Source: an optimization exercise on an open RTL-to-GDS flow (aim: small area). Production flows keep margins and buffers that such runs may drop. Function was checked by simulation only, so behaviour that the tests miss may differ from the original. Power figures rest on the tool's default switching activity, not on a simulated workload.

<file path="flow/config.mk">
export PLATFORM = sky130hd
export DESIGN_NAME = cpu
export DESIGN_NICKNAME = cpu
export VERILOG_FILES = /design/flow/design.v
export SDC_FILE = /design/flow/constraint.sdc
export NUM_CORES = 4
export LEC_CHECK = 0
export CAP_MARGIN = 20
export CORE_MARGIN = 2
export CORE_UTILIZATION = 40
export SLEW_MARGIN = 20
</file>
<file path="flow/constraint.sdc">
create_clock -name core_clock -period 9.0 [get_ports {clk}]
set_input_delay 1.8000 -clock core_clock [delete_from_list [all_inputs] [get_ports {clk}]]
set_output_delay 1.8000 -clock core_clock [all_outputs]
set_load 0.01 [all_outputs]
</file>
<file path="flow/design.v">
module dff (q, d, wen, clk, rst);
    output         q;  
    input          d;  
    input 	   wen;  
    input          clk;  
    input          rst;  
    reg            state;
    assign q = state;
    always @(posedge clk) begin
      state <= rst ? 0 : (wen ? d : state);
    end
endmodule
module pipeline_reg #(parameter WIDTH = 16)(
    input clk,
    input rst_n,
    input [WIDTH-1:0] d,
    input clr,
    input wren,
    output [WIDTH-1:0] q
);
   dff ff [WIDTH-1:0](
      .q(q),
      .d(clr ? {WIDTH{1'b0}} : d),   
      .wen(wren),                   
      .clk(clk),                    
      .rst(~rst_n)                   
   );
endmodule
module pc_reg (
    input clk,                
    input rst_n,              
	input wen,
    input [15:0] pc_next,     
    output [15:0] pc      
);
	dff iDFF0(.d(pc_next[0]), .q(pc[0]), .wen(wen), .clk(clk), .rst(rst_n));
	dff iDFF1(.d(pc_next[1]), .q(pc[1]), .wen(wen), .clk(clk), .rst(rst_n));
	dff iDFF2(.d(pc_next[2]), .q(pc[2]), .wen(wen), .clk(clk), .rst(rst_n));
	dff iDFF3(.d(pc_next[3]), .q(pc[3]), .wen(wen), .clk(clk), .rst(rst_n));
	dff iDFF4(.d(pc_next[4]), .q(pc[4]), .wen(wen), .clk(clk), .rst(rst_n));
	dff iDFF5(.d(pc_next[5]), .q(pc[5]), .wen(wen), .clk(clk), .rst(rst_n));
	dff iDFF6(.d(pc_next[6]), .q(pc[6]), .wen(wen), .clk(clk), .rst(rst_n));
	dff iDFF7(.d(pc_next[7]), .q(pc[7]), .wen(wen), .clk(clk), .rst(rst_n));
	dff iDFF8(.d(pc_next[8]), .q(pc[8]), .wen(wen), .clk(clk), .rst(rst_n));
	dff iDFF9(.d(pc_next[9]), .q(pc[9]), .wen(wen), .clk(clk), .rst(rst_n));
	dff iDFF10(.d(pc_next[10]), .q(pc[10]), .wen(wen), .clk(clk), .rst(rst_n));
	dff iDFF11(.d(pc_next[11]), .q(pc[11]), .wen(wen), .clk(clk), .rst(rst_n));
	dff iDFF12(.d(pc_next[12]), .q(pc[12]), .wen(wen), .clk(clk), .rst(rst_n));
	dff iDFF13(.d(pc_next[13]), .q(pc[13]), .wen(wen), .clk(clk), .rst(rst_n));
	dff iDFF14(.d(pc_next[14]), .q(pc[14]), .wen(wen), .clk(clk), .rst(rst_n));
	dff iDFF15(.d(pc_next[15]), .q(pc[15]), .wen(wen), .clk(clk), .rst(rst_n));
endmodule
module full_adder_1bit(A, B, Cin, Sum, Cout);
	input A, B;			 
	input Cin;			 
	output Sum, Cout;		 
	wire A_xor_B;
	wire Cout_in0, Cout_in1;
	xor iXOR0(A_xor_B, A, B);
	xor iXOR1(Sum, A_xor_B, Cin);
	and iAND0(Cout_in0, A_xor_B, Cin);
	and iAND1(Cout_in1, A, B);
	or iOR0(Cout, Cout_in0, Cout_in1);
endmodule
module CLA(
	input [3:0] A,
	input [3:0] B,
	input Cin,
	output Cout,
	output [3:0] Sum,
	output Gg,
	output Pg);
	wire [3:0] carry;
	wire [3:0] g;
	wire [3:0] p;
	assign g[0] = A[0] & B[0];
	assign g[1] = A[1] & B[1];
	assign g[2] = A[2] & B[2];
	assign g[3] = A[3] & B[3];
	assign p[0] = A[0] | B[0];
	assign p[1] = A[1] | B[1];
	assign p[2] = A[2] | B[2];
	assign p[3] = A[3] | B[3];
	assign Pg = p[3] & p[2] & p[1] & p[0];
	assign Gg = g[3] | (p[3] & g[2]) | (p[3] & p[2] & g[1]) | (p[3] & p[2] & p[1] & g[0]);
	assign carry[0] = Cin;
	assign carry[1] = g[0] | (p[0] & carry[0]);
	assign carry[2] = g[1] | (p[1] & carry[1]);
	assign carry[3] = g[2] | (p[2] & carry[2]);
	assign Cout = g[3] | (p[3] & carry[3]);
	full_adder_1bit iFA0(.A(A[0]), .B(B[0]), .Cin(carry[0]), .Sum(Sum[0]), .Cout());
	full_adder_1bit iFA1(.A(A[1]), .B(B[1]), .Cin(carry[1]), .Sum(Sum[1]), .Cout());
	full_adder_1bit iFA2(.A(A[2]), .B(B[2]), .Cin(carry[2]), .Sum(Sum[2]), .Cout());
	full_adder_1bit iFA3(.A(A[3]), .B(B[3]), .Cin(carry[3]), .Sum(Sum[3]), .Cout());
endmodule
module CLA_5bit(
    input  [4:0] A,
    input  [4:0] B,
    input        Cin,
    output [4:0] Sum,
    output       Cout
);
    wire [3:0] sum_lower;
    wire       carry_lower;
    CLA cla4_inst(
        .A(A[3:0]),
        .B(B[3:0]),
        .Cin(Cin),
        .Cout(carry_lower),
        .Sum(sum_lower),
        .Gg(),  
        .Pg()   
    );
    wire carry_upper;
    full_adder_1bit fa_upper(
        .A(A[4]),
        .B(B[4]),
        .Cin(carry_lower),
        .Sum(Sum[4]),
        .Cout(carry_upper)
    );
    assign Sum[3:0] = sum_lower;
    assign Cout     = carry_upper;
endmodule
module CLA_6bit(
    input  [5:0] A,
    input  [5:0] B,
    input        Cin,
    output [5:0] Sum,
    output       Cout
);
    wire [3:0] sum_lower;
    wire       carry_lower;
    CLA cla4_inst(
        .A(A[3:0]),
        .B(B[3:0]),
        .Cin(Cin),
        .Cout(carry_lower),
        .Sum(sum_lower),
        .Gg(),  
        .Pg()   
    );
    wire sum_bit4, carry_bit4;
    full_adder_1bit fa4(
        .A(A[4]),
        .B(B[4]),
        .Cin(carry_lower),
        .Sum(sum_bit4),
        .Cout(carry_bit4)
    );
    wire sum_bit5, carry_bit5;
    full_adder_1bit fa5(
        .A(A[5]),
        .B(B[5]),
        .Cin(carry_bit4),
        .Sum(sum_bit5),
        .Cout(carry_bit5)
    );
    assign Sum = {sum_bit5, sum_bit4, sum_lower};
    assign Cout = carry_bit5;
endmodule
module CLA_7bit(
    input  [6:0] A,
    input  [6:0] B,
    input        Cin,
    output [6:0] Sum,
    output       Cout
);
    wire [3:0] sum_lower;
    wire       carry_lower;
    CLA cla4_inst(
        .A(A[3:0]),
        .B(B[3:0]),
        .Cin(Cin),
        .Cout(carry_lower),
        .Sum(sum_lower),
        .Gg(),
        .Pg()
    );
    wire sum_bit4, carry_bit4;
    full_adder_1bit fa4(
        .A(A[4]),
        .B(B[4]),
        .Cin(carry_lower),
        .Sum(sum_bit4),
        .Cout(carry_bit4)
    );
    wire sum_bit5, carry_bit5;
    full_adder_1bit fa5(
        .A(A[5]),
        .B(B[5]),
        .Cin(carry_bit4),
        .Sum(sum_bit5),
        .Cout(carry_bit5)
    );
    wire sum_bit6, carry_bit6;
    full_adder_1bit fa6(
        .A(A[6]),
        .B(B[6]),
        .Cin(carry_bit5),
        .Sum(sum_bit6),
        .Cout(carry_bit6)
    );
    assign Sum = {sum_bit6, sum_bit5, sum_bit4, sum_lower};
    assign Cout = carry_bit6;
endmodule
module adder(
	input [15:0] A,
	input [15:0] B,
	input Sub,
	output [15:0] Sum,
	output Ovfl);
	wire [15:0] B_in;		 
	wire [4:0] C;			 
	wire [15:0] Unsat_Sum;		 
	wire [3:0] Pg;			 
	wire [3:0] Gg;			 
	assign B_in = Sub ? (~B) : B;
	assign C[0] = Sub;
	assign C[1] = Gg[0] | (Pg[0] & C[0]);
	assign C[2] = Gg[1] | (Pg[1] & C[1]);
	assign C[3] = Gg[2] | (Pg[2] & C[2]);
	assign C[4] = Gg[3] | (Pg[3] & C[3]);
	CLA iCLA0(.A(A[3:0]), .B(B_in[3:0]), .Cin(C[0]), .Cout(), .Sum(Unsat_Sum[3:0]), .Gg(Gg[0]), .Pg(Pg[0]));
	CLA iCLA1(.A(A[7:4]), .B(B_in[7:4]), .Cin(C[1]), .Cout(), .Sum(Unsat_Sum[7:4]), .Gg(Gg[1]), .Pg(Pg[1]));
	CLA iCLA2(.A(A[11:8]), .B(B_in[11:8]), .Cin(C[2]), .Cout(), .Sum(Unsat_Sum[11:8]), .Gg(Gg[2]), .Pg(Pg[2]));
	CLA iCLA3(.A(A[15:12]), .B(B_in[15:12]), .Cin(C[3]), .Cout(), .Sum(Unsat_Sum[15:12]), .Gg(Gg[3]), .Pg(Pg[3]));
	assign Ovfl = (~A[15] & ~B_in[15] & Unsat_Sum[15]) | (A[15] & B_in[15] & ~Unsat_Sum[15]);
	assign Sum = Ovfl ? 
             ((~A[15] & ~B_in[15]) ? 16'h7FFF : 
             ((A[15] & B_in[15]) ? 16'h8000 : Unsat_Sum)) 
             : Unsat_Sum;
endmodule
module adder_16bit(
	input [15:0] A,
	input [15:0] B,
	input Sub,
	output [15:0] Sum
);
	wire [15:0] B_in;		 
	wire [4:0] C;			 
	wire [3:0] Pg;			 
	wire [3:0] Gg;			 
	assign B_in = Sub ? (~B) : B;
	assign C[0] = Sub;
	assign C[1] = Gg[0] | (Pg[0] & C[0]);
	assign C[2] = Gg[1] | (Pg[1] & C[1]);
	assign C[3] = Gg[2] | (Pg[2] & C[2]);
	assign C[4] = Gg[3] | (Pg[3] & C[3]);
	CLA iCLA0(.A(A[3:0]), .B(B_in[3:0]), .Cin(C[0]), .Cout(), .Sum(Sum[3:0]), .Gg(Gg[0]), .Pg(Pg[0]));
	CLA iCLA1(.A(A[7:4]), .B(B_in[7:4]), .Cin(C[1]), .Cout(), .Sum(Sum[7:4]), .Gg(Gg[1]), .Pg(Pg[1]));
	CLA iCLA2(.A(A[11:8]), .B(B_in[11:8]), .Cin(C[2]), .Cout(), .Sum(Sum[11:8]), .Gg(Gg[2]), .Pg(Pg[2]));
	CLA iCLA3(.A(A[15:12]), .B(B_in[15:12]), .Cin(C[3]), .Cout(), .Sum(Sum[15:12]), .Gg(Gg[3]), .Pg(Pg[3]));
endmodule
module addsub_4bit (Sum, Ovfl, A, B, sub);
	input [3:0] A, B;  
	input sub;  
	output [3:0] Sum;  
	output Ovfl;  
	wire Cin_bit0;
	wire Cout_bit0, Cout_bit1, Cout_bit2, Cout_bit3;
	wire [3:0] B_operand;
	assign Cin_bit0 = sub ? 1 : 0;
	assign B_operand = sub ? ~B : B;
	full_adder_1bit FA0(.A(A[0]), .B(B_operand[0]), .Cin(Cin_bit0), .Sum(Sum[0]), .Cout(Cout_bit0));
	full_adder_1bit FA1(.A(A[1]), .B(B_operand[1]), .Cin(Cout_bit0), .Sum(Sum[1]), .Cout(Cout_bit1));
	full_adder_1bit FA2(.A(A[2]), .B(B_operand[2]), .Cin(Cout_bit1), .Sum(Sum[2]), .Cout(Cout_bit2));
	full_adder_1bit FA3(.A(A[3]), .B(B_operand[3]), .Cin(Cout_bit2), .Sum(Sum[3]), .Cout(Cout_bit3));
	assign Ovfl = (~A[3] & ~B_operand[3] & Sum[3]) | (A[3] & B_operand[3] & ~Sum[3]);
endmodule
module PADDSB (Sum, A, B);
	input [15:0] A, B;  
	output [15:0] Sum;  
	wire Ovfl0, Ovfl1, Ovfl2, Ovfl3;
	wire sub;
	assign sub = 0;
	wire [15:0] result;
	addsub_4bit iAS0(.A(A[3:0]), .B(B[3:0]), .Sum(result[3:0]), .Ovfl(Ovfl0), .sub(sub));
	addsub_4bit iAS1(.A(A[7:4]), .B(B[7:4]), .Sum(result[7:4]), .Ovfl(Ovfl1), .sub(sub));
	addsub_4bit iAS2(.A(A[11:8]), .B(B[11:8]), .Sum(result[11:8]), .Ovfl(Ovfl2), .sub(sub));
	addsub_4bit iAS3(.A(A[15:12]), .B(B[15:12]), .Sum(result[15:12]), .Ovfl(Ovfl3), .sub(sub));
	assign Sum[3:0] = Ovfl0 ? ((A[3] == B[3]) ? (A[3] ? 4'b1000 : 4'b0111) : result[3:0]) : result[3:0];
	assign Sum[7:4] = Ovfl1 ? ((A[7] == B[7]) ? (A[7] ? 4'b1000 : 4'b0111) : result[7:4]) : result[7:4];
	assign Sum[11:8] = Ovfl2 ? ((A[11] == B[11]) ? (A[11] ? 4'b1000 : 4'b0111) : result[11:8]) : result[11:8];
	assign Sum[15:12] = Ovfl3 ? ((A[15] == B[15]) ? (A[15] ? 4'b1000 : 4'b0111) : result[15:12]) : result[15:12];
endmodule
module RED(
    input  [15:0] A,
    input  [15:0] B,
    output [15:0] R
);
    wire signed [4:0] a0, a1, a2, a3;
    wire signed [4:0] b0, b1, b2, b3;
    assign a0 = {A[3],   A[3:0]};
    assign a1 = {A[7],   A[7:4]};
    assign a2 = {A[11],  A[11:8]};
    assign a3 = {A[15],  A[15:12]};
    assign b0 = {B[3],   B[3:0]};
    assign b1 = {B[7],   B[7:4]};
    assign b2 = {B[11],  B[11:8]};
    assign b3 = {B[15],  B[15:12]};
    wire [4:0] sum0, sum1, sum2, sum3;
    CLA_5bit cla5_0(.A(a0), .B(b0), .Cin(1'b0), .Sum(sum0), .Cout());
    CLA_5bit cla5_1(.A(a1), .B(b1), .Cin(1'b0), .Sum(sum1), .Cout());
    CLA_5bit cla5_2(.A(a2), .B(b2), .Cin(1'b0), .Sum(sum2), .Cout());
    CLA_5bit cla5_3(.A(a3), .B(b3), .Cin(1'b0), .Sum(sum3), .Cout());
    wire signed [5:0] s0, s1, s2, s3;
    assign s0 = {sum0[4], sum0};
    assign s1 = {sum1[4], sum1};
    assign s2 = {sum2[4], sum2};
    assign s3 = {sum3[4], sum3};
    wire [5:0] partial0, partial1;
    CLA_6bit cla6_0(.A(s0), .B(s1), .Cin(1'b0), .Sum(partial0), .Cout());
    CLA_6bit cla6_1(.A(s2), .B(s3), .Cin(1'b0), .Sum(partial1), .Cout());
    wire signed [6:0] p0, p1;
    assign p0 = {partial0[5], partial0};
    assign p1 = {partial1[5], partial1};
    wire [6:0] final_sum;
    CLA_7bit cla7_0(.A(p0), .B(p1), .Cin(1'b0), .Sum(final_sum), .Cout());
    assign R = {{9{final_sum[6]}}, final_sum};
endmodule
module Shifter (Shift_Out, Shift_In, Shift_Val, Mode);
	input [15:0] Shift_In;  
	input [3:0] Shift_Val;  
	input Mode;  
	output [15:0] Shift_Out;  
	wire [15:0] SRA_Stage1, SRA_Stage2, SRA_Stage3, SRA_Stage4;
	wire [15:0] SLL_Stage1, SLL_Stage2, SLL_Stage3, SLL_Stage4;
	wire [15:0] Stage1_Result, Stage2_Result, Stage3_Result; 
	assign SRA_Stage1 = Shift_Val[0] ? {Shift_In[15], Shift_In[15:1]} : Shift_In;
	assign SLL_Stage1 = Shift_Val[0] ? {Shift_In[14:0], 1'b0} : Shift_In;
	assign Stage1_Result = Mode ? SRA_Stage1 : SLL_Stage1;
	assign SRA_Stage2 = Shift_Val[1] ? {{2{Stage1_Result[15]}}, Stage1_Result[15:2]} : Stage1_Result;
	assign SLL_Stage2 = Shift_Val[1] ? {Stage1_Result[13:0], 2'b00} : Stage1_Result;
	assign Stage2_Result = Mode ? SRA_Stage2 : SLL_Stage2;
	assign SRA_Stage3 = Shift_Val[2] ? {{4{Stage2_Result[15]}}, Stage2_Result[15:4]} : Stage2_Result;
	assign SLL_Stage3 = Shift_Val[2] ? {Stage2_Result[11:0], 4'b0000} : Stage2_Result;
	assign Stage3_Result = Mode ? SRA_Stage3 : SLL_Stage3;
	assign SRA_Stage4 = Shift_Val[3] ? {{8{Stage3_Result[15]}}, Stage3_Result[15:8]} : Stage3_Result;
	assign SLL_Stage4 = Shift_Val[3] ? {Stage3_Result[7:0], 8'b00000000} : Stage3_Result;
	assign Shift_Out = Mode ? SRA_Stage4 : SLL_Stage4;
endmodule
module rotate_right(ROR_In, ROR_Val, ROR_Out);
	input [15:0] ROR_In;
	input [3:0] ROR_Val;
	output [15:0] ROR_Out;
	wire [15:0] ror_stage1, ror_stage2, ror_stage3;
	assign ror_stage1 = ROR_Val[0] ? {ROR_In[0], ROR_In[15:1]} : ROR_In;
	assign ror_stage2 = ROR_Val[1] ? {ror_stage1[1:0], ror_stage1[15:2]} : ror_stage1;
	assign ror_stage3 = ROR_Val[2] ? {ror_stage2[3:0], ror_stage2[15:4]} : ror_stage2;
	assign ROR_Out = ROR_Val[3] ? {ror_stage3[7:0], ror_stage3[15:8]} : ror_stage3;
endmodule
module alu(
	input [15:0] a,
	input [15:0] b,
	input [3:0] op,
	output [15:0] result,
	output [2:0] flags
	);
	wire sub;
	wire shift_mode;
	wire [15:0] sum;
	wire [15:0] xor_result;
	wire [15:0] red_result;
	wire [15:0] shift_result;
	wire [15:0] ror_result;
	wire [15:0] paddsb_result;
	wire [15:0] add_sub, xor_red, adder_xorred, shift_rorpaddsb;
	wire [15:0] level3_mux1, level3_mux2;
	wire [15:0] llb_result, lhb_result, lb_result;
	wire [15:0] addr_result;
	wire V, Z_flag_op;
	assign sub = op[0];
	adder iadd_sub(.A(a), .B(b), .Sub(sub), .Sum(sum), .Ovfl(V));
	adder iLWSW(.A({a & 16'hFFFE}), .B(b), .Sub(1'b0), .Sum(addr_result), .Ovfl());
	assign xor_result = a ^ b;
	RED iRED(.A(a), .B(b), .R(red_result));
	assign shift_mode = op[0];
	Shifter iShift(.Shift_In(a), .Shift_Val(b[3:0]), .Shift_Out(shift_result), .Mode(shift_mode));
	rotate_right iROR(.ROR_In(a), .ROR_Val(b[3:0]), .ROR_Out(ror_result));
	PADDSB ipaddsb(.A(a), .B(b), .Sum(paddsb_result));
	assign flags[0] = V & (op == 4'b0000 | op == 4'b0001);
	assign Z_flag_op = ((op == 4'b0000) | (op == 4'b0001) | (op == 4'b0010) | (op == 4'b0100) | (op == 4'b0101) | (op == 4'b0110));
	assign flags[1] = (result == 16'h0000) & (Z_flag_op);
	assign flags[2] = (sum[15] == 1'b1) & (op == 4'b0000 | op == 4'b0001);
	assign llb_result = {a[15:8], b[7:0]};
	assign lhb_result = {b[7:0], a[7:0]};
	assign lb_result = op[0] ? lhb_result : llb_result;
	reg [15:0] final_result;
	always @* begin
		case(op)
			4'b0000: final_result = sum;                
			4'b0001: final_result = sum;                
			4'b0010: final_result = xor_result;         
			4'b0011: final_result = red_result;         
			4'b0100: final_result = shift_result;       
			4'b0101: final_result = shift_result;       
			4'b0110: final_result = ror_result;         
			4'b0111: final_result = paddsb_result;      
			4'b1000: final_result = addr_result;        
			4'b1001: final_result = addr_result;        
			4'b1010: final_result = llb_result;         
			4'b1011: final_result = lhb_result;         
			4'b1110: final_result = a;				    
			default: final_result = 16'h0000;           
		endcase
	end
	assign result = final_result;
endmodule
module BitCell( input clk, input rst, input D, input WriteEnable, input ReadEnable1, input
	ReadEnable2, output Bitline1, output Bitline2);
	wire Q_Out;
	dff iDFF0 (.clk(clk), .rst(rst), .d(D), .wen(WriteEnable), .q(Q_Out));
	assign Bitline1 = (ReadEnable1) ? Q_Out : 1'b0;
	assign Bitline2 = (ReadEnable2) ? Q_Out : 1'b0;
endmodule
module Register( input clk, input rst, input [15:0] D, input WriteReg, input ReadEnable1, input
	ReadEnable2, output [15:0] Bitline1, output [15:0] Bitline2);
	BitCell iBC0(.clk(clk), .rst(rst), .D(D[0]), .WriteEnable(WriteReg), .ReadEnable1(ReadEnable1), .ReadEnable2(ReadEnable2), .Bitline1(Bitline1[0]), .Bitline2(Bitline2[0]));
	BitCell iBC1(.clk(clk), .rst(rst), .D(D[1]), .WriteEnable(WriteReg), .ReadEnable1(ReadEnable1), .ReadEnable2(ReadEnable2), .Bitline1(Bitline1[1]), .Bitline2(Bitline2[1]));
	BitCell iBC2(.clk(clk), .rst(rst), .D(D[2]), .WriteEnable(WriteReg), .ReadEnable1(ReadEnable1), .ReadEnable2(ReadEnable2), .Bitline1(Bitline1[2]), .Bitline2(Bitline2[2]));
	BitCell iBC3(.clk(clk), .rst(rst), .D(D[3]), .WriteEnable(WriteReg), .ReadEnable1(ReadEnable1), .ReadEnable2(ReadEnable2), .Bitline1(Bitline1[3]), .Bitline2(Bitline2[3]));
	BitCell iBC4(.clk(clk), .rst(rst), .D(D[4]), .WriteEnable(WriteReg), .ReadEnable1(ReadEnable1), .ReadEnable2(ReadEnable2), .Bitline1(Bitline1[4]), .Bitline2(Bitline2[4]));
	BitCell iBC5(.clk(clk), .rst(rst), .D(D[5]), .WriteEnable(WriteReg), .ReadEnable1(ReadEnable1), .ReadEnable2(ReadEnable2), .Bitline1(Bitline1[5]), .Bitline2(Bitline2[5]));
	BitCell iBC6(.clk(clk), .rst(rst), .D(D[6]), .WriteEnable(WriteReg), .ReadEnable1(ReadEnable1), .ReadEnable2(ReadEnable2), .Bitline1(Bitline1[6]), .Bitline2(Bitline2[6]));
	BitCell iBC7(.clk(clk), .rst(rst), .D(D[7]), .WriteEnable(WriteReg), .ReadEnable1(ReadEnable1), .ReadEnable2(ReadEnable2), .Bitline1(Bitline1[7]), .Bitline2(Bitline2[7]));
	BitCell iBC8(.clk(clk), .rst(rst), .D(D[8]), .WriteEnable(WriteReg), .ReadEnable1(ReadEnable1), .ReadEnable2(ReadEnable2), .Bitline1(Bitline1[8]), .Bitline2(Bitline2[8]));
	BitCell iBC9(.clk(clk), .rst(rst), .D(D[9]), .WriteEnable(WriteReg), .ReadEnable1(ReadEnable1), .ReadEnable2(ReadEnable2), .Bitline1(Bitline1[9]), .Bitline2(Bitline2[9]));
	BitCell iBC10(.clk(clk), .rst(rst), .D(D[10]), .WriteEnable(WriteReg), .ReadEnable1(ReadEnable1), .ReadEnable2(ReadEnable2), .Bitline1(Bitline1[10]), .Bitline2(Bitline2[10]));
	BitCell iBC11(.clk(clk), .rst(rst), .D(D[11]), .WriteEnable(WriteReg), .ReadEnable1(ReadEnable1), .ReadEnable2(ReadEnable2), .Bitline1(Bitline1[11]), .Bitline2(Bitline2[11]));
	BitCell iBC12(.clk(clk), .rst(rst), .D(D[12]), .WriteEnable(WriteReg), .ReadEnable1(ReadEnable1), .ReadEnable2(ReadEnable2), .Bitline1(Bitline1[12]), .Bitline2(Bitline2[12]));
	BitCell iBC13(.clk(clk), .rst(rst), .D(D[13]), .WriteEnable(WriteReg), .ReadEnable1(ReadEnable1), .ReadEnable2(ReadEnable2), .Bitline1(Bitline1[13]), .Bitline2(Bitline2[13]));
	BitCell iBC14(.clk(clk), .rst(rst), .D(D[14]), .WriteEnable(WriteReg), .ReadEnable1(ReadEnable1), .ReadEnable2(ReadEnable2), .Bitline1(Bitline1[14]), .Bitline2(Bitline2[14]));
	BitCell iBC15(.clk(clk), .rst(rst), .D(D[15]), .WriteEnable(WriteReg), .ReadEnable1(ReadEnable1), .ReadEnable2(ReadEnable2), .Bitline1(Bitline1[15]), .Bitline2(Bitline2[15]));
endmodule	
module ReadDecoder_4_16(input [3:0] RegId, output [15:0] Wordline);
	assign Wordline[0] = (RegId == 4'b0000) ? 1 : 0;
	assign Wordline[1] = (RegId == 4'b0001) ? 1 : 0;
	assign Wordline[2] = (RegId == 4'b0010) ? 1 : 0;
	assign Wordline[3] = (RegId == 4'b0011) ? 1 : 0;
	assign Wordline[4] = (RegId == 4'b0100) ? 1 : 0;
	assign Wordline[5] = (RegId == 4'b0101) ? 1 : 0;
	assign Wordline[6] = (RegId == 4'b0110) ? 1 : 0;
	assign Wordline[7] = (RegId == 4'b0111) ? 1 : 0;
	assign Wordline[8] = (RegId == 4'b1000) ? 1 : 0;
	assign Wordline[9] = (RegId == 4'b1001) ? 1 : 0;
	assign Wordline[10] = (RegId == 4'b1010) ? 1 : 0;
	assign Wordline[11] = (RegId == 4'b1011) ? 1 : 0;
	assign Wordline[12] = (RegId == 4'b1100) ? 1 : 0;
	assign Wordline[13] = (RegId == 4'b1101) ? 1 : 0;
	assign Wordline[14] = (RegId == 4'b1110) ? 1 : 0;
	assign Wordline[15] = (RegId == 4'b1111) ? 1 : 0;
endmodule
module WriteDecoder_4_16(input [3:0] RegId, input WriteReg, output [15:0] Wordline);
	assign Wordline[0] = 1'b0;
	assign Wordline[1] = ((RegId == 4'b0001) & WriteReg) ? 1 : 0;
	assign Wordline[2] = ((RegId == 4'b0010) & WriteReg) ? 1 : 0;
	assign Wordline[3] = ((RegId == 4'b0011) & WriteReg) ? 1 : 0;
	assign Wordline[4] = ((RegId == 4'b0100) & WriteReg) ? 1 : 0;
	assign Wordline[5] = ((RegId == 4'b0101) & WriteReg) ? 1 : 0;
	assign Wordline[6] = ((RegId == 4'b0110) & WriteReg) ? 1 : 0;
	assign Wordline[7] = ((RegId == 4'b0111) & WriteReg) ? 1 : 0;
	assign Wordline[8] = ((RegId == 4'b1000) & WriteReg) ? 1 : 0;
	assign Wordline[9] = ((RegId == 4'b1001) & WriteReg) ? 1 : 0;
	assign Wordline[10] = ((RegId == 4'b1010) & WriteReg) ? 1 : 0;
	assign Wordline[11] = ((RegId == 4'b1011) & WriteReg) ? 1 : 0;
	assign Wordline[12] = ((RegId == 4'b1100) & WriteReg) ? 1 : 0;
	assign Wordline[13] = ((RegId == 4'b1101) & WriteReg) ? 1 : 0;
	assign Wordline[14] = ((RegId == 4'b1110) & WriteReg) ? 1 : 0;
	assign Wordline[15] = ((RegId == 4'b1111) & WriteReg) ? 1 : 0;
endmodule
module RegisterFile(input clk, input rst, input [3:0] SrcReg1, input [3:0] SrcReg2, input [3:0]
	DstReg, input WriteReg, input [15:0] DstData, output [15:0] SrcData1, output [15:0] SrcData2);
	wire [15:0] SrcReg1_Sel, SrcReg2_Sel;
	wire [15:0] WriteEn;
	wire [15:0] Data_Out1, Data_Out2;
	wire [15:0] Rd1 [0:15];
	wire [15:0] Rd2 [0:15];
	ReadDecoder_4_16 iRD0 (.RegId(SrcReg1), .Wordline(SrcReg1_Sel));
	ReadDecoder_4_16 iRD1 (.RegId(SrcReg2), .Wordline(SrcReg2_Sel));
	WriteDecoder_4_16 iWD0 (.RegId(DstReg), .WriteReg(WriteReg), .Wordline(WriteEn));
	Register iReg0(.clk(clk), .rst(rst), .D(DstData), .WriteReg(WriteEn[0]), .ReadEnable1(SrcReg1_Sel[0]), .ReadEnable2(SrcReg2_Sel[0]), .Bitline1(Rd1[0]), .Bitline2(Rd2[0]));
	Register iReg1(.clk(clk), .rst(rst), .D(DstData), .WriteReg(WriteEn[1]), .ReadEnable1(SrcReg1_Sel[1]), .ReadEnable2(SrcReg2_Sel[1]), .Bitline1(Rd1[1]), .Bitline2(Rd2[1]));
	Register iReg2(.clk(clk), .rst(rst), .D(DstData), .WriteReg(WriteEn[2]), .ReadEnable1(SrcReg1_Sel[2]), .ReadEnable2(SrcReg2_Sel[2]), .Bitline1(Rd1[2]), .Bitline2(Rd2[2]));
	Register iReg3(.clk(clk), .rst(rst), .D(DstData), .WriteReg(WriteEn[3]), .ReadEnable1(SrcReg1_Sel[3]), .ReadEnable2(SrcReg2_Sel[3]), .Bitline1(Rd1[3]), .Bitline2(Rd2[3]));
	Register iReg4(.clk(clk), .rst(rst), .D(DstData), .WriteReg(WriteEn[4]), .ReadEnable1(SrcReg1_Sel[4]), .ReadEnable2(SrcReg2_Sel[4]), .Bitline1(Rd1[4]), .Bitline2(Rd2[4]));
	Register iReg5(.clk(clk), .rst(rst), .D(DstData), .WriteReg(WriteEn[5]), .ReadEnable1(SrcReg1_Sel[5]), .ReadEnable2(SrcReg2_Sel[5]), .Bitline1(Rd1[5]), .Bitline2(Rd2[5]));
	Register iReg6(.clk(clk), .rst(rst), .D(DstData), .WriteReg(WriteEn[6]), .ReadEnable1(SrcReg1_Sel[6]), .ReadEnable2(SrcReg2_Sel[6]), .Bitline1(Rd1[6]), .Bitline2(Rd2[6]));
	Register iReg7(.clk(clk), .rst(rst), .D(DstData), .WriteReg(WriteEn[7]), .ReadEnable1(SrcReg1_Sel[7]), .ReadEnable2(SrcReg2_Sel[7]), .Bitline1(Rd1[7]), .Bitline2(Rd2[7]));
	Register iReg8(.clk(clk), .rst(rst), .D(DstData), .WriteReg(WriteEn[8]), .ReadEnable1(SrcReg1_Sel[8]), .ReadEnable2(SrcReg2_Sel[8]), .Bitline1(Rd1[8]), .Bitline2(Rd2[8]));
	Register iReg9(.clk(clk), .rst(rst), .D(DstData), .WriteReg(WriteEn[9]), .ReadEnable1(SrcReg1_Sel[9]), .ReadEnable2(SrcReg2_Sel[9]), .Bitline1(Rd1[9]), .Bitline2(Rd2[9]));
	Register iReg10(.clk(clk), .rst(rst), .D(DstData), .WriteReg(WriteEn[10]), .ReadEnable1(SrcReg1_Sel[10]), .ReadEnable2(SrcReg2_Sel[10]), .Bitline1(Rd1[10]), .Bitline2(Rd2[10]));
	Register iReg11(.clk(clk), .rst(rst), .D(DstData), .WriteReg(WriteEn[11]), .ReadEnable1(SrcReg1_Sel[11]), .ReadEnable2(SrcReg2_Sel[11]), .Bitline1(Rd1[11]), .Bitline2(Rd2[11]));
	Register iReg12(.clk(clk), .rst(rst), .D(DstData), .WriteReg(WriteEn[12]), .ReadEnable1(SrcReg1_Sel[12]), .ReadEnable2(SrcReg2_Sel[12]), .Bitline1(Rd1[12]), .Bitline2(Rd2[12]));
	Register iReg13(.clk(clk), .rst(rst), .D(DstData), .WriteReg(WriteEn[13]), .ReadEnable1(SrcReg1_Sel[13]), .ReadEnable2(SrcReg2_Sel[13]), .Bitline1(Rd1[13]), .Bitline2(Rd2[13]));
	Register iReg14(.clk(clk), .rst(rst), .D(DstData), .WriteReg(WriteEn[14]), .ReadEnable1(SrcReg1_Sel[14]), .ReadEnable2(SrcReg2_Sel[14]), .Bitline1(Rd1[14]), .Bitline2(Rd2[14]));
	Register iReg15(.clk(clk), .rst(rst), .D(DstData), .WriteReg(WriteEn[15]), .ReadEnable1(SrcReg1_Sel[15]), .ReadEnable2(SrcReg2_Sel[15]), .Bitline1(Rd1[15]), .Bitline2(Rd2[15]));
	assign Data_Out1 = Rd1[0] | Rd1[1] | Rd1[2] | Rd1[3] | Rd1[4] | Rd1[5] | Rd1[6] | Rd1[7] |
	                   Rd1[8] | Rd1[9] | Rd1[10] | Rd1[11] | Rd1[12] | Rd1[13] | Rd1[14] | Rd1[15];
	assign Data_Out2 = Rd2[0] | Rd2[1] | Rd2[2] | Rd2[3] | Rd2[4] | Rd2[5] | Rd2[6] | Rd2[7] |
	                   Rd2[8] | Rd2[9] | Rd2[10] | Rd2[11] | Rd2[12] | Rd2[13] | Rd2[14] | Rd2[15];
	assign SrcData1 = (WriteReg && (SrcReg1 == DstReg)) ? DstData : Data_Out1;
	assign SrcData2 = (WriteReg && (SrcReg2 == DstReg)) ? DstData : Data_Out2;
endmodule
module control (
    input [15:0] instruction,
    output RR1Mux,
    output RR2Mux,
    output [1:0] ImmMux,
    output ALUSrcMux,
    output MemtoRegMux,
    output PCSMux,
    output HaltMux,
    output BranchRegMux,
    output BranchMux,
    output RegWrite,
    output MemWrite,
    output MemRead,
    output Flag_Enable,
    output [3:0] ALUop
);
    wire [3:0] op;
    assign op = instruction[15:12];
    assign ALUop = op;
    assign MemWrite = (op == 4'b1001);  
    assign MemRead = (op == 4'b1000);
    assign RR1Mux = (op[3] & ~op[2] & op[1]);
    assign RR2Mux = MemWrite;
    assign ImmMux[1] = op[3] & ~op[2] & op[1];  
    assign ImmMux[0] = op[3] & ~op[2] & ~op[1];  
    assign ALUSrcMux = (~op[3] & op[2] & ~(op[1] & op[0])) |  
                   (op[3] & (~op[2] | ~op[1]));          
    assign MemtoRegMux = MemRead;
    assign PCSMux = (op == 4'b1110);
    assign HaltMux = (op == 4'b1111); 
    assign BranchMux = (op == 4'b1100);
    assign BranchRegMux = (op == 4'b1101);
    assign RegWrite = ~op[3] |                 
                     (op == 4'b1000) |         
                     (op == 4'b1010) |         
                     (op == 4'b1011) |         
                     (op == 4'b1110);          
    assign Flag_Enable = ((op == 4'b0000) | 
        (op == 4'b0001) | (op == 4'b0010) | (op == 4'b0100) | (op == 4'b0101) | (op == 4'b0110));
endmodule
module branch_unit(
    input         clk,               
    input         rst_n,             
    input         Flag_Enable_D,     
    input  [2:0]  branch_condition,  
    input  [15:0] a,                 
    input  [15:0] b,                 
    input  [3:0]  op,                
    output        branch_taken       
);
    wire sub;
    wire [15:0] sum;
    wire overflow;
    wire computed_V, computed_Z, computed_N;
    wire Z_flag_op;
    wire N, Z, V;
    assign sub = op[0];
    adder iadd_sub(
        .A(a),
        .B(b),
        .Sub(sub),
        .Sum(sum),
        .Ovfl(overflow)
    );
    assign computed_V = overflow & ((op == 4'b0000) | (op == 4'b0001));
    assign Z_flag_op = (op == 4'b0000) | (op == 4'b0001) |
                       (op == 4'b0010) | (op == 4'b0100) |
                       (op == 4'b0101) | (op == 4'b0110);
    assign computed_Z = (sum == 16'h0000) & Z_flag_op;
    assign computed_N = (sum[15] == 1'b1) & ((op == 4'b0000) | (op == 4'b0001));
    dff idff0(.d(computed_N), .q(N), .wen(Flag_Enable_D), .clk(clk), .rst(~rst_n));  
    dff idff1(.d(computed_Z), .q(Z), .wen(Flag_Enable_D), .clk(clk), .rst(~rst_n));  
    dff idff2(.d(computed_V), .q(V), .wen(Flag_Enable_D), .clk(clk), .rst(~rst_n));  
    reg Branch;
    always @(*) begin
        case (branch_condition)
            3'b000: Branch = ~Z;           
            3'b001: Branch = Z;            
            3'b010: Branch = ~Z & ~N;      
            3'b011: Branch = N;            
            3'b100: Branch = Z | (~Z & ~N);  
            3'b101: Branch = N | Z;        
            3'b110: Branch = V;            
            3'b111: Branch = 1'b1;         
            default: Branch = 1'b0;
        endcase
    end
    assign branch_taken = Branch;
endmodule
module hazard_forward(
    input         ALUSrcMux,
    input         reg_wr_enX,       
    input         reg_wr_enM,       
    input         reg_wr_enW,       
    input  [3:0]  write_regX,       
    input  [3:0]  write_regM,       
    input  [3:0]  write_regW,       
    input  [3:0]  rr1_reg_D,        
    input  [3:0]  rr2_reg_D,        
    input  [3:0]  rr1_reg_X,        
    input  [3:0]  rr2_reg_X,        
    input MemWriteD,
    input         mem_to_regX,      
    input         mem_to_regM,      
    output        stallFD,          
    output [1:0]  forwardD,         
    output [1:0]  forward_A_selX,   
    output [1:0]  forward_B_selX,    
    output forward_M_selM
);
    assign forwardD =
          (reg_wr_enX & (rr1_reg_D == write_regX)) ? 2'b01 :
          (reg_wr_enM & (rr1_reg_D == write_regM)) ? 2'b10 :
          (reg_wr_enW & (rr1_reg_D == write_regW)) ? 2'b11 : 2'b00;
    wire fwdA_ex_mem, fwdB_ex_mem;
    assign fwdA_ex_mem = reg_wr_enM & (write_regM != 4'b0000) & (write_regM == rr1_reg_X);
    assign fwdB_ex_mem = reg_wr_enM & (write_regM != 4'b0000) & (write_regM == rr2_reg_X);  
    wire fwdA_mem_wb, fwdB_mem_wb;
    assign fwdA_mem_wb = reg_wr_enW & (write_regW != 4'b0000) & (write_regW == rr1_reg_X);
    assign fwdB_mem_wb = reg_wr_enW & (write_regW != 4'b0000) & (write_regW == rr2_reg_X);  
    assign forward_A_selX = fwdA_ex_mem ? 2'b01 : (fwdA_mem_wb ? 2'b10 : 2'b00);
    assign forward_B_selX = fwdB_ex_mem ? 2'b01 : (fwdB_mem_wb ? 2'b10 : 2'b00);
    wire fwd_mem_to_mem;
    assign fwd_mem_to_mem = (write_regM != 4'b0000) & (write_regM == write_regW);
    assign forward_M_selM = fwd_mem_to_mem;
    wire load_hazard;
    assign load_hazard = mem_to_regX & (write_regX != 4'b0000) &
                     ((write_regX == rr1_reg_D) |
                       ( (write_regX == rr2_reg_D) & (~MemWriteD) ) );
    assign stallFD = load_hazard;
endmodule
module fetch(
    input clk,                     
    input rst_n,                   
    input stall,                   
    input flush,                   
    input [15:0] branch_target,    
    input [15:0] instruction,      
    output [15:0] pc,              
    output [31:0] F_out    
);
    wire [15:0] pc_next;           
    wire [15:0] pc_plus_2;         
    wire halt_PC;
    wire pc_en;
    assign pc_en = ~(stall);
    assign pc_next = (halt_PC & !flush)? pc :      
                 flush ? branch_target :         
                 pc_plus_2;                       
    pc_reg PC(
        .clk(clk),
        .rst_n(~rst_n),
        .wen(pc_en),
        .pc_next(pc_next),
        .pc(pc)
    );
    adder_16bit pc_incrementer(
        .A(pc),
        .B(16'h0002),
        .Sub(1'b0),
        .Sum(pc_plus_2)
    );
    assign halt_PC = &instruction[15:12];
    assign F_out = {pc_plus_2, instruction};
endmodule
module decode (
    input clk,
    input rst_n,
    input [31:0] D_in,
    input [15:0] write_data_W,
    input [3:0] wr_reg_W,
    input RegWrite_W,
    input [15:0] branch_fwrd,
    input [1:0] forwardD,
    output flush,
    output [15:0] branch_target,
    output [70:0] D_out
);
    wire [15:0] pc_plus_2_F;
    wire [15:0] instruction_F;
    wire [3:0] rr1_reg_D;                
    wire [3:0] rr2_reg_D;                
    wire [3:0] wr_reg_D;                 
    wire [15:0] rr1_data_D;              
    wire [15:0] rr2_data_D;              
    wire [15:0] imm_value_D;             
    wire RR1Mux_D;                       
    wire RR2Mux_D;                       
    wire [1:0] ImmMux_D;                 
    wire ALUSrcMux_D;                    
    wire MemtoRegMux_D;                  
    wire PCSMux_D;                       
    wire HaltMux_D;                      
    wire BranchRegMux_D;                 
    wire BranchMux_D;                    
    wire RegWrite_D;                     
    wire MemWrite_D;                     
    wire MemRead_D;                      
    wire Flag_Enable_D;                  
    wire [3:0] ALUop_D;                  
    assign pc_plus_2_F = D_in[31:16];     
    assign instruction_F = D_in[15:0];    
    control ctrl_unit(
        .instruction(instruction_F),
        .RR1Mux(RR1Mux_D),
        .RR2Mux(RR2Mux_D),
        .ImmMux(ImmMux_D),
        .ALUSrcMux(ALUSrcMux_D),
        .MemtoRegMux(MemtoRegMux_D),
        .PCSMux(PCSMux_D),
        .HaltMux(HaltMux_D),  
        .BranchRegMux(BranchRegMux_D),
        .BranchMux(BranchMux_D),
        .RegWrite(RegWrite_D),
        .MemWrite(MemWrite_D),
        .MemRead(MemRead_D),
        .Flag_Enable(Flag_Enable_D),
        .ALUop(ALUop_D)
    );
    assign rr1_reg_D = RR1Mux_D ? instruction_F[11:8] : instruction_F[7:4];     
    assign rr2_reg_D = (MemWrite_D | MemRead_D) ? instruction_F[11:8] : instruction_F[3:0];  
    assign wr_reg_D = instruction_F[11:8];  
    RegisterFile RF(
        .clk(clk),
        .rst(~rst_n),                   
        .SrcReg1(rr1_reg_D),
        .SrcReg2(rr2_reg_D),
        .DstReg(wr_reg_W),           
        .WriteReg(RegWrite_W),       
        .DstData(write_data_W),      
        .SrcData1(rr1_data_D), 
        .SrcData2(rr2_data_D)
    );
    assign imm_value_D = (ImmMux_D == 2'b00) ? {{12{1'b0}}, instruction_F[3:0]} :              
                       (ImmMux_D == 2'b01) ? {{11{instruction_F[3]}}, instruction_F[3:0], 1'b0} :  
                       {{8{1'b0}}, instruction_F[7:0]};                                      
    wire branch_taken;
    branch_unit branch_inst(
        .clk(clk),
        .rst_n(rst_n),
        .Flag_Enable_D(Flag_Enable_D),
        .branch_condition(instruction_F[11:9]),
        .a(rr1_data_D),         
        .b(rr2_data_D),         
        .op(ALUop_D),
        .branch_taken(branch_taken)
    );
    wire [15:0] extended_imm;
    wire [15:0] branch_imm;
    assign extended_imm = {{6{instruction_F[8]}}, instruction_F[8:0], 1'b0};  
    adder_16bit branch_adder(
        .A(pc_plus_2_F),
        .B(extended_imm),
        .Sub(1'b0),
        .Sum(branch_imm)
    );
    assign D_out = {
        PCSMux_D ? pc_plus_2_F : rr1_data_D,      
        rr2_data_D,      
        imm_value_D,     
        rr1_reg_D,       
        rr2_reg_D,       
        wr_reg_D,        
        ALUop_D,         
        ALUSrcMux_D,     
        MemtoRegMux_D,   
        RegWrite_D,      
        MemWrite_D,      
        MemRead_D,       
        Flag_Enable_D,   
        HaltMux_D        
    };
    assign flush = (branch_taken && (BranchMux_D || BranchRegMux_D));
    wire internal_data_select;
    assign internal_data_select = (forwardD == 2'b00);
    assign branch_target = internal_data_select ? ((flush) ? (BranchMux_D ? branch_imm : rr1_data_D) : 16'h0000) : branch_fwrd;
endmodule
module execute(
    input clk,
    input rst_n,
    input [70:0] X_in,
    input [1:0] fwdMuxSel_A,
    input [1:0] fwdMuxSel_B,
    input [15:0] fwd_dataMux_A,
    input [15:0] fwd_dataMux_B,
    output [48:0] X_out       
);
    wire [3:0] wr_reg_X;         
    wire [3:0] rr2_reg_X;        
    wire [3:0] rr1_reg_X;        
    wire [15:0] imm_value_X;     
    wire [15:0] rr2_data_X;      
    wire [15:0] rr1_data_X;      
    wire HaltMux_X;              
    wire Flag_Enable_X;          
    wire MemRead_X;              
    wire MemWrite_X;             
    wire RegWrite_X;             
    wire MemtoRegMux_X;          
    wire ALUSrcMux_X;            
    wire [3:0] ALUop_X;          
    assign {
        rr1_data_X,       
        rr2_data_X,       
        imm_value_X,      
        rr1_reg_X,        
        rr2_reg_X,        
        wr_reg_X,         
        ALUop_X,          
        ALUSrcMux_X,      
        MemtoRegMux_X,    
        RegWrite_X,       
        MemWrite_X,       
        MemRead_X,        
        Flag_Enable_X,    
        HaltMux_X         
    } = X_in;
    wire [15:0] alu_input_a;
    wire [15:0] alu_input_b;
    wire internal_a, internal_b;
    assign internal_a = (fwdMuxSel_A == 2'b00) || (fwdMuxSel_A == 2'b11);
    assign internal_b = (fwdMuxSel_B == 2'b00) || (fwdMuxSel_B == 2'b11);
    assign alu_input_a = internal_a ? rr1_data_X : fwd_dataMux_A;
    assign alu_input_b = ALUSrcMux_X ? imm_value_X : (internal_b ? rr2_data_X : fwd_dataMux_B);
    wire [15:0] alu_result_X;
    wire [2:0] flags;
    alu ALU(
        .a(alu_input_a),
        .b(alu_input_b),
        .op(ALUop_X),             
        .result(alu_result_X),
        .flags(flags)             
    );
    assign X_out = {
    rr1_reg_X,            
    rr2_reg_X,            
    alu_result_X,       
    rr2_data_X,       
    wr_reg_X,         
    MemWrite_X,       
    MemtoRegMux_X,    
    RegWrite_X,       
    HaltMux_X,        
    MemRead_X         
};
endmodule
module memory(
    input clk,
    input rst_n,
    input [48:0] M_in,
    input fwdMuxSel_M,
    input [15:0] fwdDataWB,
    output [38:0] M_out,
    output [15:0] mem_addr,
    output [15:0] mem_wdata,
    output mem_we,
    output mem_re,
    input [15:0] mem_rdata
);
    wire [3:0] wr_reg_M;         
    wire [15:0] alu_result_M;
    wire [15:0] rr2_data_M, MemDataIn;      
    wire [3:0] rr1_reg_M, rr2_reg_M;  
    wire MemRead_M;              
    wire MemWrite_M;             
    wire RegWrite_M;             
    wire MemtoRegMux_M;          
    wire HaltMux_M;              
assign {
    rr1_reg_M,            
    rr2_reg_M,            
    alu_result_M,       
    rr2_data_M,       
    wr_reg_M,         
    MemWrite_M,       
    MemtoRegMux_M,    
    RegWrite_M,       
    HaltMux_M,        
    MemRead_M         
} = M_in;
    assign MemDataIn = fwdMuxSel_M ? fwdDataWB : rr2_data_M;
    wire [15:0] mem_data_out;
    assign mem_addr = alu_result_M;          
    assign mem_wdata = MemDataIn;            
    assign mem_we = MemWrite_M;              
    assign mem_re = MemRead_M;               
    assign mem_data_out = mem_rdata;         
    assign M_out = {
        alu_result_M,        
        mem_data_out,      
        wr_reg_M,          
        HaltMux_M,         
        RegWrite_M,        
        MemtoRegMux_M      
    };
endmodule
module writeback(
    input [38:0] W_in,
    output HaltMux_W,    
    output RegWrite_W,  
    output [15:0] write_data_W,
    output [3:0] wr_reg_W
);
    wire [15:0] alu_result;
    wire [15:0] mem_data_out;
    wire MemtoRegMux_W;
    assign {
        alu_result,        
        mem_data_out,      
        wr_reg_W,          
        HaltMux_W,         
        RegWrite_W,        
        MemtoRegMux_W      
    } = W_in;
    assign write_data_W = MemtoRegMux_W ? mem_data_out : alu_result;
endmodule
module cpu(
    input clk,
    input rst_n,
    output hlt,
    output [15:0] pc,
    input [15:0] imem_data,
    output [15:0] dmem_addr,
    output [15:0] dmem_wdata,
    output dmem_we,
    output dmem_re,
    input [15:0] dmem_rdata
);
    wire flush;
    wire stallFD;       
    wire fwdMuxSel_M;   
    wire [15:0] branch_target;
    wire [15:0] write_data_W;
    wire [3:0] wr_reg_W;
    wire RegWrite_W;
    wire [31:0] FD_pipe_in, FD_pipe_out;
    wire [70:0] DX_pipe_in, DX_pipe_out;
    wire [48:0] XM_pipe_in, XM_pipe_out;
    wire [38:0] MW_pipe_in, MW_pipe_out;
    wire [1:0] fwdMuxSel_A, fwdMuxSel_B;
    wire [1:0] forwardD;
    wire forward_M_selM;
     hazard_forward hazard (
         .ALUSrcMux(DX_pipe_in[6]),
         .reg_wr_enX(XM_pipe_in[4]),        
         .reg_wr_enM(MW_pipe_in[1]),        
         .reg_wr_enW(RegWrite_W),      
         .write_regX(XM_pipe_in[8:5]),      
         .write_regM(MW_pipe_in[6:3]),      
         .write_regW(wr_reg_W),        
         .rr1_reg_D(DX_pipe_in[22:19]),        
         .rr2_reg_D(DX_pipe_in[18:15]),        
         .MemWriteD(DX_pipe_in[3]),
         .rr1_reg_X(XM_pipe_in[48:45]),        
         .rr2_reg_X(XM_pipe_in[44:41]),        
         .mem_to_regX(XM_pipe_in[3]),
         .mem_to_regM(MW_pipe_in[0]),
         .stallFD(stallFD),              
         .forwardD(forwardD),            
         .forward_A_selX(fwdMuxSel_A),   
         .forward_B_selX(fwdMuxSel_B),    
         .forward_M_selM(fwdMuxSel_M)
    );
    fetch fetch(
        .clk(clk),
        .rst_n(rst_n),
        .stall(stallFD),                
        .flush(flush),                   
        .branch_target(branch_target),   
        .pc(pc),                         
        .instruction(imem_data),         
        .F_out(FD_pipe_in)             
    );
    pipeline_reg #(.WIDTH(32)) ID_pipeline(
        .clk(clk),
        .rst_n(rst_n),
        .d(FD_pipe_in),
        .clr(flush),         
        .wren(~stallFD),     
        .q(FD_pipe_out)
    );
    wire [15:0] branch_fwrd, alu_result_X, alu_result_M;
    assign alu_result_X = XM_pipe_in[40:25];
    assign alu_result_M = MW_pipe_in[38:23];
    assign branch_fwrd =
                     forwardD == 2'b11 ? write_data_W :  
                     forwardD == 2'b01 ? alu_result_X :  
                     forwardD == 2'b10 ? alu_result_M :  
                     16'h0000;                           
    decode decode(
    .clk(clk),
    .rst_n(rst_n),
    .D_in(FD_pipe_out),
    .flush(flush),           
    .branch_target(branch_target),
    .D_out(DX_pipe_in),
    .write_data_W(write_data_W),
    .wr_reg_W(wr_reg_W),
    .RegWrite_W(RegWrite_W),
    .forwardD(forwardD),      
    .branch_fwrd(branch_fwrd)    
    );  
    pipeline_reg #(.WIDTH(71)) DX_pipeline(
        .clk(clk),
        .rst_n(rst_n),
        .d(DX_pipe_in),
        .clr(1'b0),        
        .wren(1'b1),       
        .q(DX_pipe_out)
    );
    wire [15:0] fwd_dataMux_A, fwd_dataMux_B;
    assign fwd_dataMux_A = 
                fwdMuxSel_A == 2'b10 ? write_data_W :  
                fwdMuxSel_A == 2'b01 ? alu_result_M :   
                16'h0000;
    assign fwd_dataMux_B = 
                fwdMuxSel_B == 2'b10 ? write_data_W :  
                fwdMuxSel_B == 2'b01 ? alu_result_M :   
                16'h0000;
    execute execute(
        .clk(clk),
        .rst_n(rst_n),
        .X_in(DX_pipe_out),
        .X_out(XM_pipe_in),
        .fwdMuxSel_A(fwdMuxSel_A),
        .fwdMuxSel_B(fwdMuxSel_B),
        .fwd_dataMux_A(fwd_dataMux_A),
        .fwd_dataMux_B(fwd_dataMux_B)
    );
    pipeline_reg #(.WIDTH(49)) XM_pipeline(
        .clk(clk),
        .rst_n(rst_n),
        .d(XM_pipe_in),
        .clr(1'b0),     
        .wren(1'b1),    
        .q(XM_pipe_out)
    );
    memory memory(
        .clk(clk),
        .rst_n(rst_n),
        .M_in(XM_pipe_out),
        .M_out(MW_pipe_in),
        .fwdDataWB(write_data_W),
        .fwdMuxSel_M(fwdMuxSel_M),
        .mem_addr(dmem_addr),
        .mem_wdata(dmem_wdata),
        .mem_we(dmem_we),
        .mem_re(dmem_re),
        .mem_rdata(dmem_rdata)
    );
    pipeline_reg #(.WIDTH(39)) MW_pipeline(
        .clk(clk),
        .rst_n(rst_n),
        .d(MW_pipe_in),
        .clr(1'b0),       
        .wren(1'b1),     
        .q(MW_pipe_out)
    );
    writeback writeback(
        .W_in(MW_pipe_out),
        .HaltMux_W(hlt),    
        .write_data_W(write_data_W),
        .wr_reg_W(wr_reg_W),
        .RegWrite_W(RegWrite_W)
    );
endmodule
</file>
<file path="flow/run.sh">
#!/bin/bash
# synth_recipe.tcl (not shown) runs the flow's synth.tcl, then flattens the netlist and writes it again
# the make line also repeats each setting of config.mk as NAME=value (left out here)
make -C /OpenROAD-flow-scripts/flow DESIGN_CONFIG=/design/flow/config.mk WORK_HOME=/design/flow/orfs CLKGATE_MAP_FILE= SYNTH_SCRIPT=/design/flow/synth_recipe.tcl finish
</file>
==> run notes <==
## critical path: stages, from the launching register on
cell	delay [ps]
dfxtp_1	730
xor2_1	190
nor2_1	420
nand2_1	500
a21oi_1	270
o21ai_0	100
o21ai_0	720
inv_1	190
ha_1	270
fa_1	420
fa_1	500
inv_1	60
fa_1	430
fa_1	480
fa_1	420
fa_1	370
inv_1	110
fa_1	180
nor2_1	170
a2111oi_0	440
o21ai_0	240
a221oi_1	290
o21ai_0	280
nor4_1	420
nor2_1	80
## layout make-up
class,count,area [µm²],area share (%)
multi-input cells,2551,17610,55.65
flip-flops and latches,432,8650,27.33
repair buffers,237,1982,6.262
clock buffers,58,1275,4.028
well taps,940,1176,3.716
inverters,166,644.4,2.036
clock inverters,23,307.8,0.9725
diodes,1,2.502,0.007906
## placed cells by master, fill, tap and decap left out, drive strengths merged, types with 30 or more instances in the layout
master         instances
o21ai                186
dfxtp                432
a211oi               257
buf                  154
mux2i                 88
a22oi                162
xnor2                 62
nand2                211
a21oi                182
clkbuf                58
clkdlybuf4s50         83
nor2                 497
ha                   116
nand3                103
inv                  166
and2                  84
and3                  37
o211ai                30
nor3                  36
fa                    82
## kinds of logic after synthesis
logic type	count (synthesis)
compound gates	1065
xor+xnor	87
fa+ha+maj	199
buf+inv	491
flops	432
mux	110
simple gates	1090
## Yosys cell counts (7+ instances only)
library cell and count:
buf_4 38, o21ai_0 176, xnor2_1 62, a22o_1 23
o21bai_1 17, dfxtp_1 432, xor2_1 25, and2_1 82
nand2_1 211, a211oi_1 257, a221oi_1 28, mux2i_1 87
a31oi_1 21, o21ai_1 9, fa_1 82, nor2_1 497
a22oi_1 162, or3_1 9, nand4_1 24, clkbuf_1 224
o31ai_1 13, a32oi_1 10, ha_1 116, nand3_1 103
buf_2 29, o22ai_1 8, nor4_1 25, nand2b_1 14
a21oi_1 182, inv_1 160, nor3_1 35, buf_1 27
nor2b_1 28, o211ai_1 30, and3_1 36, buf_6 7
o2111ai_1 20, a2111oi_0 7, mux2_2 19, a222oi_1 27
## final timing paths
kind | from | endpoint | slack [ps] | depth (start not counted)
worst max register to register | MW_pipeline.ff[4].state | fetch.PC.iDFF15.state | 570 | 24
worst max-delay path | MW_pipeline.ff[4].state | fetch.PC.iDFF15.state | 570 | 24
worst min-delay path | XM_pipeline.ff[1].state | MW_pipeline.ff[2].state | 440 | 1
worst min register to register | XM_pipeline.ff[1].state | MW_pipeline.ff[2].state | 440 | 1
## power by group
group	switching [W]	internal, W	leakage, nW
clock	0.000855	0.00118	0.770
combinational	0.000580	0.000288	7.43
sequential	0.0000701	0.00195	3.50
## per-stage QoR
step / util, % / area, µm²
final: 45.35 / 31650
after CTS: 45.32 / 31630
after global placement: 43.05 / 30040
after global routing: 45.35 / 31650
after detailed placement: 43.06 / 30050
after floorplan: - / 28080
## layer usage
metal | global-route usage (%) | routed length (µm) | vias up
met2 | 49.09 | 51690 | 1820
met3 | 6.164 | 12910 | 401
met5 | 0.2703 | 0 | -
li1 | - | - | 12333
met1 | 45.63 | 50610 | 13211
met4 | 15.12 | 6463 | 0
## flip-flops by register name, indices dropped and copies added, names as in the netlist, 32 cells and up
signal	cells
XM_pipeline.ff.state	40
DX_pipeline.ff.state	62
ID_pipeline.ff.state	32
MW_pipeline.ff.state	39
==> results by group <==
Detailed routing
  • DRT Pass-1 Iters: 7
  • Vias per cell: 6.299
  • DR WL/cell: 27.60 µm
  • DRC: 0
  • Final wirelength: 121700 µm
  • 1st-iter DRT viols: 4067
  • DR vias: 27765
  • Post-route ant nets: 0

Floorplan
  • CORE AREA: 69790 µm²
  • Initial core utilization: 40.24%
  • FP Rows: 97
  • Ports: 85
  • Die width: 269.0 µm
  • Die ar.: 72340 µm²
  • Chip Height: 269.0 µm

Setup path
  • CP endpoint kind: flop
  • Worst EP required: 9490 ps
  • CP Launch Type: flop
  • Worst EP arrival: 8910 ps
  • Worst Path Max Fanout: 22
  • CP Class: reg -> reg

GRT
  • Total gr overflow: 0
  • Largest net degree at the start of global routing: 129
  • Total global-route track usage: 32.83%
  • Initial antenna violation count: 4
  • First-pass GRT wire length: 175900 µm
  • Via count of the first global-routing pass: 25568

Clock network
  • Maximum clock path buffer count: 3
  • Post_cts resized: 0
  • Clk sinks: 432
  • CTS hold repair buffers: 0
  • Setup Buffers After CTS: 0
  • Root Driver: clkbuf_16
  • CTS buffer count: 45
  • CTS tree: built
  • Clock latency on the worst-skew pair: 610 ps
  • CTS clk-pin slew, worst paths: 70 ps
  • H-Tree Depth: 2

Status
  • Status: timing/DRC/antenna clean

Placement
  • # port buffers: 84
  • DP HPWL: 85960 µm
  • Placed Cells incl. Taps: 4325
  • Post-place setup slack: 806.6 ps
  • Gpl congestion: 1.017

Yosys
  • Synth Area in Compound Gates: 26.35%
  • Cell count after synthesis: 3474
  • Mux share of post-synthesis cell area: 4.126%
  • Xor/xnor cell area share of the yosys netlist: 2.713%
  • Main combinational cell family by area after synthesis: compound AO/OA/AOI/OAI gates
  • Post-synth EDFFs: 0
  • Avg Inst Size Synth: 8.084 µm²
  • Syn Nets: 3706
  • Post-Synth Adder-Cell Area: 11.05%
  • Post-Synth Simple-Gate Area: 17.53%
  • Synth top area share: 30.80%
  • Largest cells by area after synthesis: dfxtp_1, a211oi_1, nor2_1, fa_1, ha_1
  • Async SR Flop Fraction: 0%
  • Yosys cell types: 89
  • YS warnings: 4
  • Synth Register Bits: 432
  • Synth Cell Area: 28080 µm²
  • Register area share after synthesis: 30.80%
  • Area leader, netlist: dfxtp_1
  • Top_reg_cell synth: dfxtp_1

Cells and area
  • Proportion of layout cells with a drive suffix above 1: 10.01%
  • Area grow syn2layout: 12.70%
  • Non-filler cells in the finished layout: 4408
  • Final net count: 3665
  • Fillers: 6953

Timing
  • Worst Slack Setup Final: 573.6 ps
  • Worst relative slew slack: 23.17%
  • Worst Tran Pin Value: 1143 ps
  • Fmax: 118.7 MHz
  • Clock skew: 27.91 ps
  • Setup TNS: 0 ps
  • Pins Over Slew Limit: 0
  • Final period utilization: 93.63%
  • RSZ-0062 raised after global routing: false
  • Hold Fails Final Rpt: 0
  • Setup Viol. Count Final: 0
  • Worst hold slack: 444.4 ps
  • Fin crit period: 8426 ps

Power
  • Peak supply drop: 136.4 µV
  • Pwr Total: 0.004923 W
  • Pwr per Cell Area: 155.6 nW/µm²
  • Leakage power: 11.70 nW

Worst hold path
  • Worst Hold Class: reg -> reg

Run
  • Max-cap viol count: 0

## static timing again, ports no longer ideal
The results above use ideal ports. As a check the final layout listed here was re-extracted and re-timed, cells and wires unchanged.
Step 1, drivers: a clkbuf_16 drives clk and a buf_2 each remaining input, both assumed.
Step 2, shift: input delay + t, output delay - t, t = (earliest + latest rising clock arrival at the registers) / 2. This alone moves slack from input paths to output paths.
Three values: no drivers, after step 1, after step 2; two values: the first two.
t, ns: 0.653
setup WS [ns]: 0.574 / 0.574 / 0.574
worst setup path at the end: register to register
After both steps this run still meets setup and hold. The setup slack of this run moves by 0.000 ns with the drivers and by 0.000 ns with both steps.
